From an optimization exercise on the open Yosys and OpenROAD flow, aimed at small area and a short achievable clock period; shortcuts taken in it are not production practice. Where RTL was checked, it was by simulation tests only, not by an equivalence proof against the original. No activity file was given, so power comes from the tool's default toggle rates.

Design piped_wallace_mult, start of the top module:
module piped_wallace_mult(
    input wire clock, reset,
    input wire [15:0] x, y,
    output reg [31:0] prod
);
Settings: LEC_CHECK=0, CAP_MARGIN=20, CORE_MARGIN=2, CORE_UTILIZATION=40, SETUP_SLACK_MARGIN=0.5, SLEW_MARGIN=20, SYNTH_HIERARCHICAL=1, SYNTH_MINIMUM_KEEP_SIZE=0; clock period 2.8 ns.
run.sh (not shown) runs the stock make flow with config.mk's settings and CLKGATE_MAP_FILE= SYNTH_SCRIPT=/design/flow/synth_recipe.tcl, a recipe that flattens the netlist after the stock synthesis.
Then changed:
Settings changed: CTS_BUF_LIST from default to sky130_fd_sc_hd__clkbuf_8, SETUP_SLACK_MARGIN 0.5 to 0.95.
Result: Routed wire length rises by a few percent. Power fell by a few percent. Hold slack degrades by 0.11 ns. Worst setup slack improved by 0.21 ns. Register-to-register slack improves by 0.15 ns. Clock-buffer cell count goes up by 15. Non-clock buffer count goes up by 1. Area after synthesis does not change. Critical path depth shrinks by 1. Clock skew barely changes.
Then changed:
Settings changed: CTS_BUF_LIST sky130_fd_sc_hd__clkbuf_8 to default, SETUP_SLACK_MARGIN 0.95 to 0.2.
Setup slack loses 0.21 ns.
Die area does not change.
Design area falls by 1.3%.
Maximum frequency drops by about 10%.
Cell count came out lower by 1.9%.
Total power rises by 2.4%.
Sequential cell count does not change.
Clock-buffer cell count falls by 15.
Sequential share of layout area stays flat.
Then changed:
Settings changed: SETUP_SLACK_MARGIN 0.2 to 0.7.
Effect: Area after synthesis does not change. Worst setup slack gets better by 0.053 ns. Combinational power barely changes. Routed wire length climbs by 0.40%. Count of clock-buffer cells in the layout does not change.
Then changed:
Settings changed: SETUP_SLACK_MARGIN 0.7 to 1.1.
Non-clock buffer count rises by 66.
Routed wire length rises by 9.2%.
Global-route usage rises by 0.61 points.
Hold slack is worse by 0.15 ns.
Total power rises by about 2.7%.
Sequential power rises by about 0.7%.
Synthesized area is unchanged.

piped_wallace_mult, a different RTL version from the one above (not shown whole).
For scale: about 66 I/O pins, ~13000 um^2 of cells after synthesis.
export LEC_CHECK = 0
export CAP_MARGIN = 20
export CORE_MARGIN = 2
export CORE_UTILIZATION = 40
export CTS_CLUSTER_DIAMETER = 150
export CTS_CLUSTER_SIZE = 30
export SETUP_SLACK_MARGIN = 0.95
export SLEW_MARGIN = 20
export SYNTH_HIERARCHICAL = 1
export SYNTH_MINIMUM_KEEP_SIZE = 0
export BUFFER_PORTS_ARGS = -buffer_cell sky130_fd_sc_hd__buf_1
create_clock -name core_clock -period 2.8 [get_ports {clock}]
standard.sh (not shown) runs the stock make flow with config.mk's settings and CLKGATE_MAP_FILE= SYNTH_SCRIPT=/design/flow/synth_recipe.tcl, a recipe that flattens the netlist after the stock synthesis.
==> flow/flow/run.sh <==
#!/bin/bash
# The standard layout (standard.sh, unchanged synthesis), except that the
# port buffers are plain buffers instead of delay cells. Tool output: standard.log
# here and ORFS's own logs under orfs/logs.
set -e
echo 'export BUFFER_PORTS_ARGS = -buffer_cell sky130_fd_sc_hd__buf_1' >> "$FLOW_CONFIG"
bash standard.sh > standard.log 2>&1
==> next run, changes <==
Settings changed: SETUP_SLACK_MARGIN 0.95 to 0.9.
Count of clock-buffer cells in the layout stays the same. Total power hardly moves. Wire length barely changes. Clock power hardly moves. Design area hardly moves. Final cell count stays flat.
==> next run, changes <==
Settings changed: CORE_UTILIZATION 40 to 48, SETUP_SLACK_MARGIN 0.9 to 0.95.
Outcome:
- The new run finished with timing, DRC and antenna clean
- clock power hardly moves
- cell area stays flat
- via count came out higher by 1.1%
- cell count decreases by 3.7%
- global-route usage climbs by 2.5 points
- sequential power hardly moves
- die area came out lower by about 16%
- worst hold slack improved by 0.046 ns
- sequential share of layout area goes up by 0.13 points
==> next run, changes <==
Settings changed: CORE_UTILIZATION 48 to 40, SETUP_SLACK_MARGIN 0.95 to 0.85.
Outcome: Setup slack gets worse by 0.087 ns. Clock-buffer cell count stays the same. Final area came out lower slightly. Synthesized area is unchanged. Wire length came out higher slightly. Final cell count came out higher by a few percent. Global-route usage came out lower by 2.7 points. Non-clock buffer count came out lower by 19. Power came out lower slightly. First-iteration DRC count came out lower by a quarter to a third. Sequential share of layout area hardly moves.

Setup of v19:
piped_wallace_mult, a different RTL version from the one above (not shown whole).
Size: roughly 260 flip-flops, ~0.012 mm² of cells after synthesis.
==> flow/design.v (excerpt) <==
module piped_wallace_mult(
    input wire clock, reset,
    input wire [15:0] x, y,
    output reg [31:0] prod
);
Settings: LEC_CHECK=0, ABC_CLOCK_PERIOD_IN_PS=600, CAP_MARGIN=20, CORE_MARGIN=2, CORE_UTILIZATION=40, SETUP_SLACK_MARGIN=1.1, SLEW_MARGIN=20; clock period 2.8 ns.
run.sh (not shown) runs the stock make flow with config.mk's settings and CLKGATE_MAP_FILE= SYNTH_SCRIPT=/design/flow/synth_recipe.tcl, a recipe that flattens the netlist after the stock synthesis.
Stock flow here: none of the scripts above is used.
v19 was carried through to the last stage, and its layout satisfied the timing, DRC and antenna checks.
## Diff of input files: v9 against v19
# v19
export LEC_CHECK = 0
export ABC_CLOCK_PERIOD_IN_PS = 600
export CAP_MARGIN = 20
export CORE_MARGIN = 2
export CORE_UTILIZATION = 40
export SETUP_SLACK_MARGIN = 1.1
export SLEW_MARGIN = 20
create_clock -name core_clock -period 2.8 [get_ports {clock}]
# v9
export LEC_CHECK = 0
export ABC_CLOCK_PERIOD_IN_PS = 1500
export CAP_MARGIN = 20
export CORE_MARGIN = 2
export CORE_UTILIZATION = 40
export SETUP_SLACK_MARGIN = 1.1
export SLEW_MARGIN = 20
create_clock -name core_clock -period 2.8 [get_ports {clock}]
Re global-route usage: no difference whatsoever between v19 and v9.
As far as power dissipated by switching net loads goes, v9 and v19 are indistinguishable; the numbers are identical.
Post-route total power came out exactly the same in v19 and v9.
v19 and v9 ended up with nearly the same clock skew.
No functional check of the RTL was part of any run of this note.

piped_wallace_mult with an RTL version that a note above also has.
For scale: ~1,100 cells after synthesis, roughly 250 flip-flops, about 66 I/O pins, roughly 0.013 mm² of cells after synthesis.
export LEC_CHECK = 0
export CAP_MARGIN = 20
export CORE_MARGIN = 2
export CORE_UTILIZATION = 40
export CTS_CLUSTER_DIAMETER = 150
export CTS_CLUSTER_SIZE = 30
export SETUP_SLACK_MARGIN = 1.0
export SLEW_MARGIN = 20
export SYNTH_HIERARCHICAL = 1
export SYNTH_MINIMUM_KEEP_SIZE = 0
export BUFFER_PORTS_ARGS = -buffer_cell sky130_fd_sc_hd__buf_1
create_clock -name core_clock -period 2.8 [get_ports {clock}]
standard.sh (not shown) runs the stock make flow with config.mk's settings and CLKGATE_MAP_FILE= SYNTH_SCRIPT=/design/flow/synth_recipe.tcl, a recipe that flattens the netlist after the stock synthesis.
Scripts as last shown in full above: flow/flow/run.sh
The baseline went through all stages and came out clean.
Next try:
Settings changed: CTS_CLUSTER_DIAMETER 150 to 80, SETUP_SLACK_MARGIN 1.0 to 0.95.
=> The new run produced a clean layout; utilization is higher by 0.29 points; non-clock buffer count is lower by 7; global-route usage is lower by 0.15 points; clock power is higher by 22%.
Next try:
Settings changed: CTS_CLUSTER_DIAMETER 80 to 150, SETUP_SLACK_MARGIN 0.95 to 1.05.
After rerunning: Via count came out higher by 2.7%; sequential cell count stays the same; global-route usage climbs by 0.15 points; clock power goes down by 19%; critical path depth fell by 2; worst setup slack stays flat; sequential share of layout area drops by 0.77 points.
Next try:
Settings changed: CTS_CLUSTER_DIAMETER 150 to default, CTS_CLUSTER_SIZE 30 to default, SETUP_SLACK_MARGIN 1.05 to 0.95.
Outcome: Power increases by 11%. Design area decreases by 0.91%. Count of clock-buffer cells in the layout increases by 19. Non-clock buffer count decreases by 49. Sequential cell count is unchanged. Synthesized area stays the same. Via count decreases by 0.83%. Hold slack loses 0.026 ns. Routed wire length decreases by 2.2%.

afterwards: timing with drivers on the ports:
The results above use ideal ports. As a check the final layouts listed here were re-extracted and re-timed, cells and wires unchanged. Step 1 sets driving cells, clkbuf_16 on the clock port and buf_2 on the other inputs (assumed; they add their load-dependent delay and slew). Step 2 moves the port delays by t, midway between the first and last clock arrival at a register: inputs arrive t later, outputs are due t later. That takes back most of the time a late clock gives input paths. Three values: ideal ports, drivers, drivers and shift; two values: the first two.
| run | t, ns | slack for setup (ns) | worst data-port slew with drivers (ns) | cell pins on the clock port's net |
|---|---|---|---|---|
| the first run of note 1 | 0.570 | 0.699 / 0.731 / 0.162 | 0.05 | 1 |
| the second run of note 1 | 0.587 | 0.907 / 0.907 / 0.424 | 0.05 | 1 |
| the third run of note 1 | 0.570 | 0.699 / 0.731 / 0.162 | 0.05 | 1 |
| the fourth run of note 1 | 0.570 | 0.752 / 0.759 / 0.215 | 0.05 | 1 |
| the fifth run of note 1 | 0.573 | 0.883 / 0.883 / 0.583 | 0.04 | 1 |
| the first run of note 2 | 0.524 | 0.992 / 0.992 / 0.562 | 0.05 | 1 |
| the second run of note 2 | 0.528 | 0.941 / 0.941 / 0.488 | 0.04 | 1 |
| the third run of note 2 | 0.521 | 0.991 / 0.991 / 0.575 | 0.03 | 1 |
| the fourth run of note 2 | 0.528 | 0.905 / 0.905 / 0.488 | 0.04 | 1 |
| v19 | 0.571 | 0.040 / 0.040 / 0.040 | 0.05 | 1 |
| v9 | 0.571 | 0.040 / 0.040 / 0.040 | 0.05 | 1 |
| the first run of note 4 | 0.518 | 1.017 / 1.017 / 0.594 | 0.03 | 1 |
| the second run of note 4 | 0.533 | 0.984 / 0.984 / 0.534 | 0.05 | 1 |
| the third run of note 4 | 0.517 | 0.986 / 0.986 / 0.612 | 0.04 | 1 |
| the fourth run of note 4 | 0.578 | 0.975 / 0.975 / 0.533 | 0.05 | 1 |
After both steps setup and hold are still met in every run listed.
